Background: an optimization exercise with open tools, aiming at small area and a short achievable clock period. Do not read the settings as production practice. Only simulation tests tie the RTL to the original design; equivalence was not proved. No activity file was given, so power comes from the tool's default toggle rates.

## flow/design.v (module list and top-level ports; edited modules follow where they fit)
// module fa: 4 lines
// module ha: 4 lines
// module add32: 90 lines
// module mx2: 3 lines
// module alu32: 63 lines
// module mul32lo: 864 lines
// module processing_element: 268 lines
module processing_element (
    input clk,
    input [31:0] PCin,
    input [31:0] instruction,
    input mem_ack,
    input data_Ready,
    input [31:0] AmuxIn,
    input [31:0] BmuxIn,
    input        reset,
    output [31:0] mem_address,
    output reg reg_select,
    output reg mem_read,
    output [4:0] rs1Out,
    output [4:0] rs2Out,
    output [4:0] rdOut,
    output reg rdWrite,
    output mem_write,
    output [31:0] result_out,
    output reg read_en,
    output reg [31:0] PCout,
    output reg execution_complete
);
  // ...
==> flow/flow/run.sh <==
#!/bin/bash
# The standard layout, with the input and output port buffers made of
# the smallest buffer cell instead of the one buffer_ports picks by itself.
set -euo pipefail
export BUFFER_PORTS_ARGS="-buffer_cell sky130_fd_sc_hd__buf_1"
bash standard.sh > standard.log 2>&1
==> flow/standard.sh <==
#!/bin/bash
# synth_recipe.tcl (not shown) runs the flow's synth.tcl, then flattens the netlist and writes it again
# the make line also repeats each setting of config.mk as NAME=value (left out here)
make -C /OpenROAD-flow-scripts/flow DESIGN_CONFIG=/design/flow/config.mk WORK_HOME=/design/flow/orfs CLKGATE_MAP_FILE= SYNTH_SCRIPT=/design/flow/synth_recipe.tcl "${@:-finish}"
==> flow/config.mk <==
export PLATFORM = sky130hd
export DESIGN_NAME = processing_element
export DESIGN_NICKNAME = processing_element
export VERILOG_FILES = /design/flow/design.v
export SDC_FILE = /design/flow/constraint.sdc
export NUM_CORES = 4
export LEC_CHECK = 0
export ABC_AREA = 1
export CAP_MARGIN = 20
export CORE_MARGIN = 2
export CORE_UTILIZATION = 60
export CTS_BUF_LIST = sky130_fd_sc_hd__clkbuf_4 sky130_fd_sc_hd__clkbuf_8
export PLACE_DENSITY = 0.7
export SLEW_MARGIN = 60
export SYNTH_HIERARCHICAL = 1
==> flow/constraint.sdc <==
create_clock -name core_clock -period 70.0 [get_ports {clk}]
set_input_delay 14.0000 -clock core_clock [delete_from_list [all_inputs] [get_ports {clk}]]
set_output_delay 14.0000 -clock core_clock [all_outputs]
set_load 0.01 [all_outputs]
==> run summary, run 1 <==
- Non-clock inverter count: between 400 and 500
- Switching share of total power: approximately 37%
- Worst hold path class: reg -> reg
- Commonest non-fill, non-tap cell in the layout: nand2_1
- Slew Limit Fails: 0
- Starting Density: between 60% and 70%
- Seq_cells: roughly 190
- Clock buffers: 20
- Storage cell area: just over 0.004 sq mm
- IO Pins: approximately 250
- Status: complete, no violations
- WP data arrival: ~1500 ps
- Top sig layer: met5
- Met3 usage: ~14%
- Clock group power: roughly 0.085 mW
- Non-CTS buffers: approximately 300
- DRC Markers: 0
- Grt met2 use: between 70 and 80%
- Root Driver: clkbuf_8
- Hold Buf Count CTS: 0
- Hold WS: about 340 ps
- Logic pwr share: 27.0%
- Top Consumer: registers
- #MultiIn Comb: approximately 2800
- Syn avg cell area: roughly 7 sq um
- Die X: between 200 and 250 um
- WL/cell: roughly 26 um
- PostCTS Resize Cnt: 0
- Vias per cell: approximately 6.6
- Leak pwr: 14.4 nW
==> run 2: changes to the inputs <==
==> flow/flow/run.sh (replaced) <==
#!/bin/bash
# The standard layout, with two changes to how it is made:
# - the input and output port buffers are the smallest buffer cell instead of
#   the one buffer_ports picks by itself;
# - ORFS's setup repair (after floorplan, CTS and global routing) works on
#   every path whose slack is under 55 ns, so that it also shortens the
#   paths to and from the ports, instead of stopping at 0 ns slack.
set -euo pipefail
export BUFFER_PORTS_ARGS="-buffer_cell sky130_fd_sc_hd__buf_1"
export SETUP_SLACK_MARGIN=55
bash standard.sh > standard.log 2>&1
--- a/flow/config.mk
+++ b/flow/config.mk
@@ -9,7 +9,6 @@
 export CAP_MARGIN = 20
 export CORE_MARGIN = 2
-export CORE_UTILIZATION = 60
-export CTS_BUF_LIST = sky130_fd_sc_hd__clkbuf_4 sky130_fd_sc_hd__clkbuf_8
-export PLACE_DENSITY = 0.7
-export SLEW_MARGIN = 60
+export CORE_UTILIZATION = 40
+export PLACE_DENSITY = 0.6
+export SLEW_MARGIN = 20
 export SYNTH_HIERARCHICAL = 1
==> run 2 against run 1 <==
  * Still clean
  * Final cell count increased by 7.9%
  * Wire length decreased by 1.0%
  * Flip-flop and latch count unchanged
  * Clock skew increased by 9.3 ps
  * Die area increased by 49%
  * Clock power increased by 14%
  * Core utilization decreased by 20 points
  * Non-clock buffer count increased by 32
==> run summary, run 2 <==
- Syn avg cell area: 7.09 sq um (unchanged)
- IO Pins: 249 (unchanged)
- Critical path class: reg -> out
- Hold Buf Count CTS: 0 (unchanged)
- Root Driver: clkbuf_16
- RSZ-0062 raised after global routing: true
- Non-Filler Instances: around 4600
- R2R setup slack: roughly 56000 ps
- Hold WS: 344 ps (+6.36 ps)
- Final worst setup slack: between 50000 and 60000 ps
- Via count: between 20000 and 30000
- Cells after Synth: approximately 3600
- Die Area: between 0.06 and 0.07 sq mm
- Final period util: between 20 and 25%
- Final hold vios: 0
- Leak pwr: 14.9 nW (+3.6%)
- DRT iter0 DRCs: 2733
- Worst reg2reg startpoint: cST$_DFFE_PP_
- Slew @ Worst Pin: roughly 1200 ps
- Die height: ~260 um
- DRC Markers: 0 (unchanged)
- Setup violators final: 0
- DRT antenna net count: 0
- Fillcell total: approximately 6600
- Max Fclk: 0.0657 GHz
- Max-cap violation count: 0
- Final Net Count: between 4000 and 5000
- Crit end category: output pin
- Die X: 258 um (+22%)
- Num CTS Buffers: 17
- Initial antenna violation count: 0
- VDD IR max: 15.2 uV
- Worst Path Required: about 56000 ps
- Worst hold path class: reg -> reg
- TNS Setup: 0 ps
- Final Critical Period: around 15000 ps
- Vias per cell: 5.77 (-13%)
- Clk Latency, worst-skew pair: between 400 and 500 ps
- Warnings, synthesis: 8
- Via count of the first global-routing pass: around 26000
- Estimated wirelength of the detail-placed design: about 85 mm
- Core area: between 0.06 and 0.07 sq mm
- # diodes: 0
- Skew final: 24.5 ps
- Status: complete, no violations
- Hold Crit Endpoint: acs$_DFF_P_
- Reg-to-reg endpoint: Breg[0]$_SDFFE_PP0P_
- Most frequent cells in the layout: nand2_1, inv_1, xor2_1, nor2_1, o22ai_1
- Post-Syn Area: approximately 0.026 sq mm
- Slew headroom: a little over a fifth
- WL/cell: 23.9 um (-8.3%)
- WP data arrival: 1210 ps (-320 ps)
- Setup WS pre-CTS: approximately 54000 ps
- Slew Limit Fails: 0 (unchanged)
- Total grt overflow: 0
- Pre-antenna DRT Iters: 6
- Starting Density: 40.3% (-20 points)
- Commonest non-fill, non-tap cell in the layout: nand2_1
- Pwr dens: roughly 10 mW/mm^2
- PortBufs: 248
- GP Congestion: 1.04
- Clock sinks: about 190
- First-pass GRT wire length: ~170 mm
- CTS tree: yes
- Fraction of layout cells with a size suffix above 1: 10.7%
- Hold Startpoint: ac$_DFF_P_
- Post-Place Cells: 4576
- GRT Total Usage: roughly a third
- Setup crit start kind: register
- H-tree depth: 4
- Area delta synth->final: 10.3%
- Worst hold stages: 0
- Row Count: a little over 90
- CTS max path bufs: 2
- R2R cell count: 45
- Largest net degree at the start of global routing: 73
- Crit path max fanout: 2
- Total Wirelength: approximately 110 mm
- Worst-path clk slew: 70 ps
-- run 2: how the worst max path moves through the flow --
stage	startpoint	endpoint	slack, ps	depth (start not counted)
CTS	ir[18]$_DFFE_PP_	rs1Out[3]	54790	3
detailed placement	mem_ack	R[11]$_DFF_P_	54350	7
global route	mw[1]$_DFF_P_	mem_address[14]	54770	3
finish	ir[18]$_DFFE_PP_	rs1Out[3]	54790	3
floorplan	mem_ack	R[25]$_DFF_P_	55110	6
global placement	mem_ack	R[5]$_DFF_P_	54350	7
-- run 2: final cells by class --
type,instances,area (sq um),share of cell area (%)
inverter,401,1510,5.31
timing repair buffer,338,1750,6.13
tap,855,1070,3.75
clock inverter,13,126,0.443
multi-input combinational,2837,19400,68.0
clock buffer,19,443,1.55
sequential,186,4220,14.8
-- run 2: timing repair --
item,4_1_cts,5_1_grt
setup buffers,30,10
resized for setup,169,36
pin swaps,16,1
setup endpoints to repair,114,87
hold endpoints to repair,0,0
-- run 2: layer usage --
| layer | GRT usage, % | vias to the layer above | wire (um) | part of all wire [%] |
|---|---|---|---|---|
| li1 | - | 12250 | - | - |
| met4 | 15.4 | 0 | 5910 | 5.3 |
| met3 | 5.18 | 282 | 10700 | 9.6 |
| met5 | 0 | - | 0 | 0 |
| met1 | 43.7 | 12669 | 44700 | 40 |
| met2 | 52.4 | 1617 | 50100 | 45 |
-- run 2: power breakdown --
part	switching (mW)	internal, mW
clock	0.0488	0.0481
combinational	0.0535	0.0225
sequential	0.00680	0.112
-- run 2: worst max-delay path, cell delays in order (launching register included) --
cell and delay (ps):
edfxtp_1 490, nand2_1 100, inv_1 40, buf_1 120
-- run 2: metrics by stage --
step	utilization (%)	cell area (sq um)	power [mW]
after global placement	42.6	27300	0.194
after CTS	44.2	28400	0.290
after floorplan	-	25900	0.164
after detailed placement	42.6	27300	0.194
final	44.5	28500	0.292
after global routing	44.5	28500	0.303

==> re-timing with driven ports <==
No port has a modelled driver above. Below, the same layouts with a new extraction and two added sets of constraints. Step 1 (the two cells are an assumption about what drives the block):
set clk [get_ports {clk}]
set_driving_cell -lib_cell sky130_fd_sc_hd__clkbuf_16 $clk
set_driving_cell -lib_cell sky130_fd_sc_hd__buf_2 [delete_from_list [all_inputs] $clk]
Step 2 times the ports against the registers' clock, not the clock port: input delays grow and output delays shrink by t, the midpoint of the rising clock arrivals with the driver on. a / b / c = ideal ports / drivers / drivers and shift; a / b = the first two.
run	t, ns	slack for setup (ns)	cell pins on the clock port's net
run 1	0.571	54.471 / 54.421 / 54.615	1
run 2	0.516	54.787 / 54.730 / 54.664	1
After both steps every run listed still meets setup and hold. For run 2, which loses most, drivers alone change the setup slack by -0.057 ns; drivers and shift together by -0.123 ns.
